Source: an optimization exercise on an open RTL-to-GDS flow (aim: small area, a short achievable clock period and few clock cycles). Production flows keep margins and buffers that such runs may drop. In this exercise RTL edits were held to simulation tests only and were not proved equivalent to the original. Power figures rest on the tool's default switching activity, not on a simulated workload.

==> flow/design.v (excerpt) <==
module multi_cpu_core(
	clk,         
	rst,         
	mem_addr,    
	mem_we,      
	mem_wdata,   
	mem_rdata,   
	dbg_addr,    
	dbg_data     
);
Size in the first run: about 4400 cells after synthesis, about 57000 µm² of cells after synthesis.
==> flow/config.mk <==
export PLATFORM = sky130hd
export DESIGN_NAME = multi_cpu_core
export DESIGN_NICKNAME = multi_cpu_core
export VERILOG_FILES = /design/flow/design.v
export SDC_FILE = /design/flow/constraint.sdc
export NUM_CORES = 8
export LEC_CHECK = 0
export CAP_MARGIN = 20
export CORE_MARGIN = 2
export CORE_UTILIZATION = 62
export CTS_CLUSTER_DIAMETER = 90
export CTS_CLUSTER_SIZE = 24
export PLACE_DENSITY = 0.72
export SETUP_SLACK_MARGIN = 3.0
export SLEW_MARGIN = 20
export SYNTH_HIERARCHICAL = 1
==> flow/constraint.sdc <==
create_clock -name core_clock -period 8.0 [get_ports {clk}]
set_input_delay 1.6000 -clock core_clock [delete_from_list [all_inputs] [get_ports {clk}]]
set_output_delay 1.6000 -clock core_clock [all_outputs]
set_load 0.01 [all_outputs]
standard.sh (not shown) runs the stock make flow with config.mk's settings and CLKGATE_MAP_FILE= SYNTH_SCRIPT=/design/flow/synth_recipe.tcl, a recipe that flattens the netlist after the stock synthesis.
==> flow/flow/run.sh <==
#!/bin/bash
# The standard layout (standard.sh: ORFS synthesis through finish), with
# one change: the buffers buffer_ports puts on every input and output port
# are sky130_fd_sc_hd__buf_1 cells instead of the default pick (a clkdlybuf4s
# delay cell, which repair cannot resize into a fast buffer).
# All tool output goes to standard.log here; ORFS keeps its per-step logs
# under orfs/logs/.
set -euo pipefail
export BUFFER_PORTS_ARGS="-buffer_cell sky130_fd_sc_hd__buf_1"
bash standard.sh > standard.log 2>&1
The starting point completed with no timing, DRC or antenna violations.
Testbench counts at the start, summed over its fixed seeds: cycles 36,474.
Edit:
TNS_END_PERCENT = 10   (was not set)
After rerunning: Synthesized cell count stays the same; sequential share of layout area is higher by 0.25 points; synthesized area is unchanged; final area fell by about 0.46%; total power is about the same; worst setup slack got worse by 0.0072 ns; maximum frequency stays flat; via count came out lower by about 0.5%; wire length falls by about 0.3%; worst hold slack degrades by 0.0046 ns.

Setup of P:
Starting RTL as in the previous note.
Settings: LEC_CHECK=0, CAP_MARGIN=20, CORE_MARGIN=2, CORE_UTILIZATION=62, CTS_CLUSTER_DIAMETER=90, CTS_CLUSTER_SIZE=24, PLACE_DENSITY=0.72, SETUP_SLACK_MARGIN=3.0, SLEW_MARGIN=20, SYNTH_HIERARCHICAL=1, TNS_END_PERCENT=40; clock period 8.0 ns.
Scripts as last shown in full above: flow/flow/run.sh
P closes out successfully: all stages finished, all timing, DRC and antenna checks passed.
Testbench counts of P, summed over its fixed seeds: cycles 36,474.
--- input diff P..Q ---
Settings: CORE_UTILIZATION changed from 62 to 66; TNS_END_PERCENT changed from 40 to 10; PLACE_DENSITY changed from 0.72 to 0.76.
[summary]
No stage failed in Q, and the final checks on the layout all came back clean.
For the maximum achievable frequency, Q came in 4.6 MHz lower than P did.
Final period utilization in Q is 1.6 points above P.
The synthesized cell count was comparable across P and Q.
Final wirelength: P and Q compared, lower one is Q
Between P and Q, the cell area after layout does not differ in any meaningful way.
The count of cells resized by post-cts repair of Q exceeds that of P by 28.
Summary of Q over P: flip-flop and latch power ~0 delta, sequential share of layout area down 0.16 points, utilization now larger, total power went down by 97 uW.
Via count essentially unchanged between P and Q.

== main ==
Another version of the RTL of multi_cpu_core (not shown whole).
Size: roughly 4,800 cells after synthesis, about 110 I/O pins, about 59,000 um2 of cells after synthesis.
Design multi_cpu_core, start of the top module:
module multi_cpu_core(
	clk,         
	rst,         
	mem_addr,    
	mem_we,      
	mem_wdata,   
	mem_rdata,   
	dbg_addr,    
	dbg_data     
);
	input  wire clk;
	input  wire rst;
	output wire [9:0]  mem_addr;
	output wire        mem_we;
	output wire [31:0] mem_wdata;
	input  wire [31:0] mem_rdata;
	input  wire [4:0]  dbg_addr;
	output wire [31:0] dbg_data;
	reg  [11:2] pc;           
	reg         e_r, e_lw, e_sw, e_beq;
	reg         e_sub;        
	reg  [1:0]  e_op;         
	reg  [25:0] ir;
	reg  [4:0]  mrt;          
	reg         mc, m_we;
	reg  [9:0]  maddr;
	wire [31:0] ra, rb;
	wire        rf_we;
	wire [4:0]  rf_wa;
	wire [31:0] rf_wd;
	wire [31:0] ins = mem_rdata;    
	wire        eq;
	wire [11:0] ea;           
	multi_ALU ALU(
		.A(ra), .B(rb),
		.SUB(e_sub), .OP(e_op), .LD(mc), .D(mem_rdata),
		.res(rf_wd), .eq(eq)
	);
	assign ea = ra[11:0] + ir[11:0];
	wire [11:0] st_t  = {pc, 2'b00} - ir[11:0];
	wire [11:2] st_t1 = st_t[11:2] + 10'd1;
	wire st_hit;
	multi_st_hit sth(.ra(ra[11:0]), .t(st_t), .t1(st_t1), .hit(st_hit));
	wire e_go    = ~mc;                        
	wire br_take = e_beq & eq & e_go;
	wire smc     = e_sw & e_go & st_hit;
	assign rf_we = (e_r & e_go) | (mc & ~m_we);
	assign rf_wa = mc ? mrt : ir[15:11];
	multi_register_files register_files(
		.clk(clk), .rst(rst), .WriteEN(rf_we),
		.WriteData(rf_wd), .WriteAddr(rf_wa),
		.NextA(mc ? ir[25:21] : ins[25:21]),
		.NextB((mc | e_sw) ? ir[20:16] : ins[20:16]),    
		.AddrC(dbg_addr),
		.DataA(ra), .DataB(rb), .DataC(dbg_data)
	);
	wire [5:0]  fop = ins[31:26];
	wire [5:0]  ffn = ins[5:0];
	wire f_r   = (fop == 6'd0);
  ...
Settings: LEC_CHECK=0, CAP_MARGIN=20, CORE_MARGIN=2, CORE_UTILIZATION=62, CTS_CLUSTER_DIAMETER=80, CTS_CLUSTER_SIZE=20, PLACE_DENSITY=0.72, SETUP_SLACK_MARGIN=3.0, SLEW_MARGIN=20, SYNTH_HIERARCHICAL=1, TNS_END_PERCENT=10; clock period 8.0 ns.
==> flow/flow/run.sh <==
#!/bin/bash
# The standard layout (standard.sh: ORFS synthesis through finish), with
# one change: the buffers buffer_ports puts on every input and output port
# are sky130_fd_sc_hd__buf_4 cells instead of the default pick (a clkdlybuf4s
# delay cell, which repair cannot resize into a fast buffer).
# All tool output goes to standard.log here; ORFS keeps its per-step logs
# under orfs/logs/.
set -euo pipefail
export BUFFER_PORTS_ARGS="-buffer_cell sky130_fd_sc_hd__buf_4"
bash standard.sh > standard.log 2>&1
Testbench counts of main, summed over its fixed seeds: cycles 36,474.
## Diff of input files: the feature branch against main
# main
export LEC_CHECK = 0
export CAP_MARGIN = 20
export CORE_MARGIN = 2
export CORE_UTILIZATION = 62
export CTS_CLUSTER_DIAMETER = 80
export CTS_CLUSTER_SIZE = 20
export PLACE_DENSITY = 0.72
export SETUP_SLACK_MARGIN = 3.0
export SLEW_MARGIN = 20
export SYNTH_HIERARCHICAL = 1
export TNS_END_PERCENT = 10
create_clock -name core_clock -period 8.0 [get_ports {clk}]
# the feature branch
export LEC_CHECK = 0
export CAP_MARGIN = 20
export CORE_MARGIN = 2
export CORE_UTILIZATION = 62
export CTS_CLUSTER_DIAMETER = 90
export CTS_CLUSTER_SIZE = 24
export PLACE_DENSITY = 0.72
export SETUP_SLACK_MARGIN = 3.0
export SLEW_MARGIN = 20
export SYNTH_HIERARCHICAL = 1
export TNS_END_PERCENT = 10
create_clock -name core_clock -period 8.0 [get_ports {clk}]
==> flow/flow/run.sh <==
#!/bin/bash
# The standard layout (standard.sh: ORFS synthesis through finish), with
# one change: the buffers buffer_ports puts on every input and output port
# are sky130_fd_sc_hd__buf_1 cells instead of the default pick (a clkdlybuf4s
# delay cell, which repair cannot resize into a fast buffer).
# All tool output goes to standard.log here; ORFS keeps its per-step logs
# under orfs/logs/.
set -euo pipefail
export BUFFER_PORTS_ARGS="-buffer_cell sky130_fd_sc_hd__buf_1"
bash standard.sh > standard.log 2>&1
### Flow results
- The slowest stage cell on the critical path comes out sky130_fd_sc_hd__bufbuf_16 in one run and sky130_fd_sc_hd__nor2_1 in the other, namely in the feature branch and main respectively.
- Going from main to the feature branch, weighted congestion at the end of routability-driven global placement shows an increase of 3.2%; clock-buffer cell count shows a reduction of 18; number of buffers and inverters on the critical path shows an increase of 3; wire length of the first global-routing pass shows an increase of about 2.6%; estimated wirelength of the detail-placed design shows an increase of about 0.9%.
- Comparing the feature branch and main, the higher critical path depth in cells was measured on the feature branch.
- The final worst-path setup slack on the feature branch is in line with that on main.

port drivers added, routing unchanged:
Ports are ideal in the flow. The routed layouts listed here were re-timed in OpenROAD. Step 1 (the two cells are an assumption about what drives the block):
set clk [get_ports {clk}]
set_driving_cell -lib_cell sky130_fd_sc_hd__clkbuf_16 $clk
set_driving_cell -lib_cell sky130_fd_sc_hd__buf_2 [delete_from_list [all_inputs] $clk]
Step 2 adds t to the input delays and takes it off the output delays; t is the mean of the earliest and latest rising clock arrival at the registers after step 1. Input paths then give back, and output paths get back, about the clock's delay inside the block. a / b / c = no drivers / after step 1 / after step 2; a / b = the first two.
run	shift t [ns]	setup WS [ns]	worst setup path after step 2	latest minus earliest clock arrival (ns)
the first run of note 1	0.828	2.757 / 2.709 / 2.709	input to output	0.077 / 0.076
the second run of note 1	0.828	2.750 / 2.712 / 2.712	input to output	0.077 / 0.077
P	0.825	2.749 / 2.711 / 2.711	input to output	0.070 / 0.069
Q	0.780	2.619 / 2.558 / 2.558	input to output	0.054 / 0.054
main	0.760	2.704 / 2.643 / 2.643	input to output	0.045 / 0.045
the feature branch	0.784	2.703 / 2.650 / 2.650	input to output	0.041 / 0.040
After both steps every run listed still meets setup and hold.
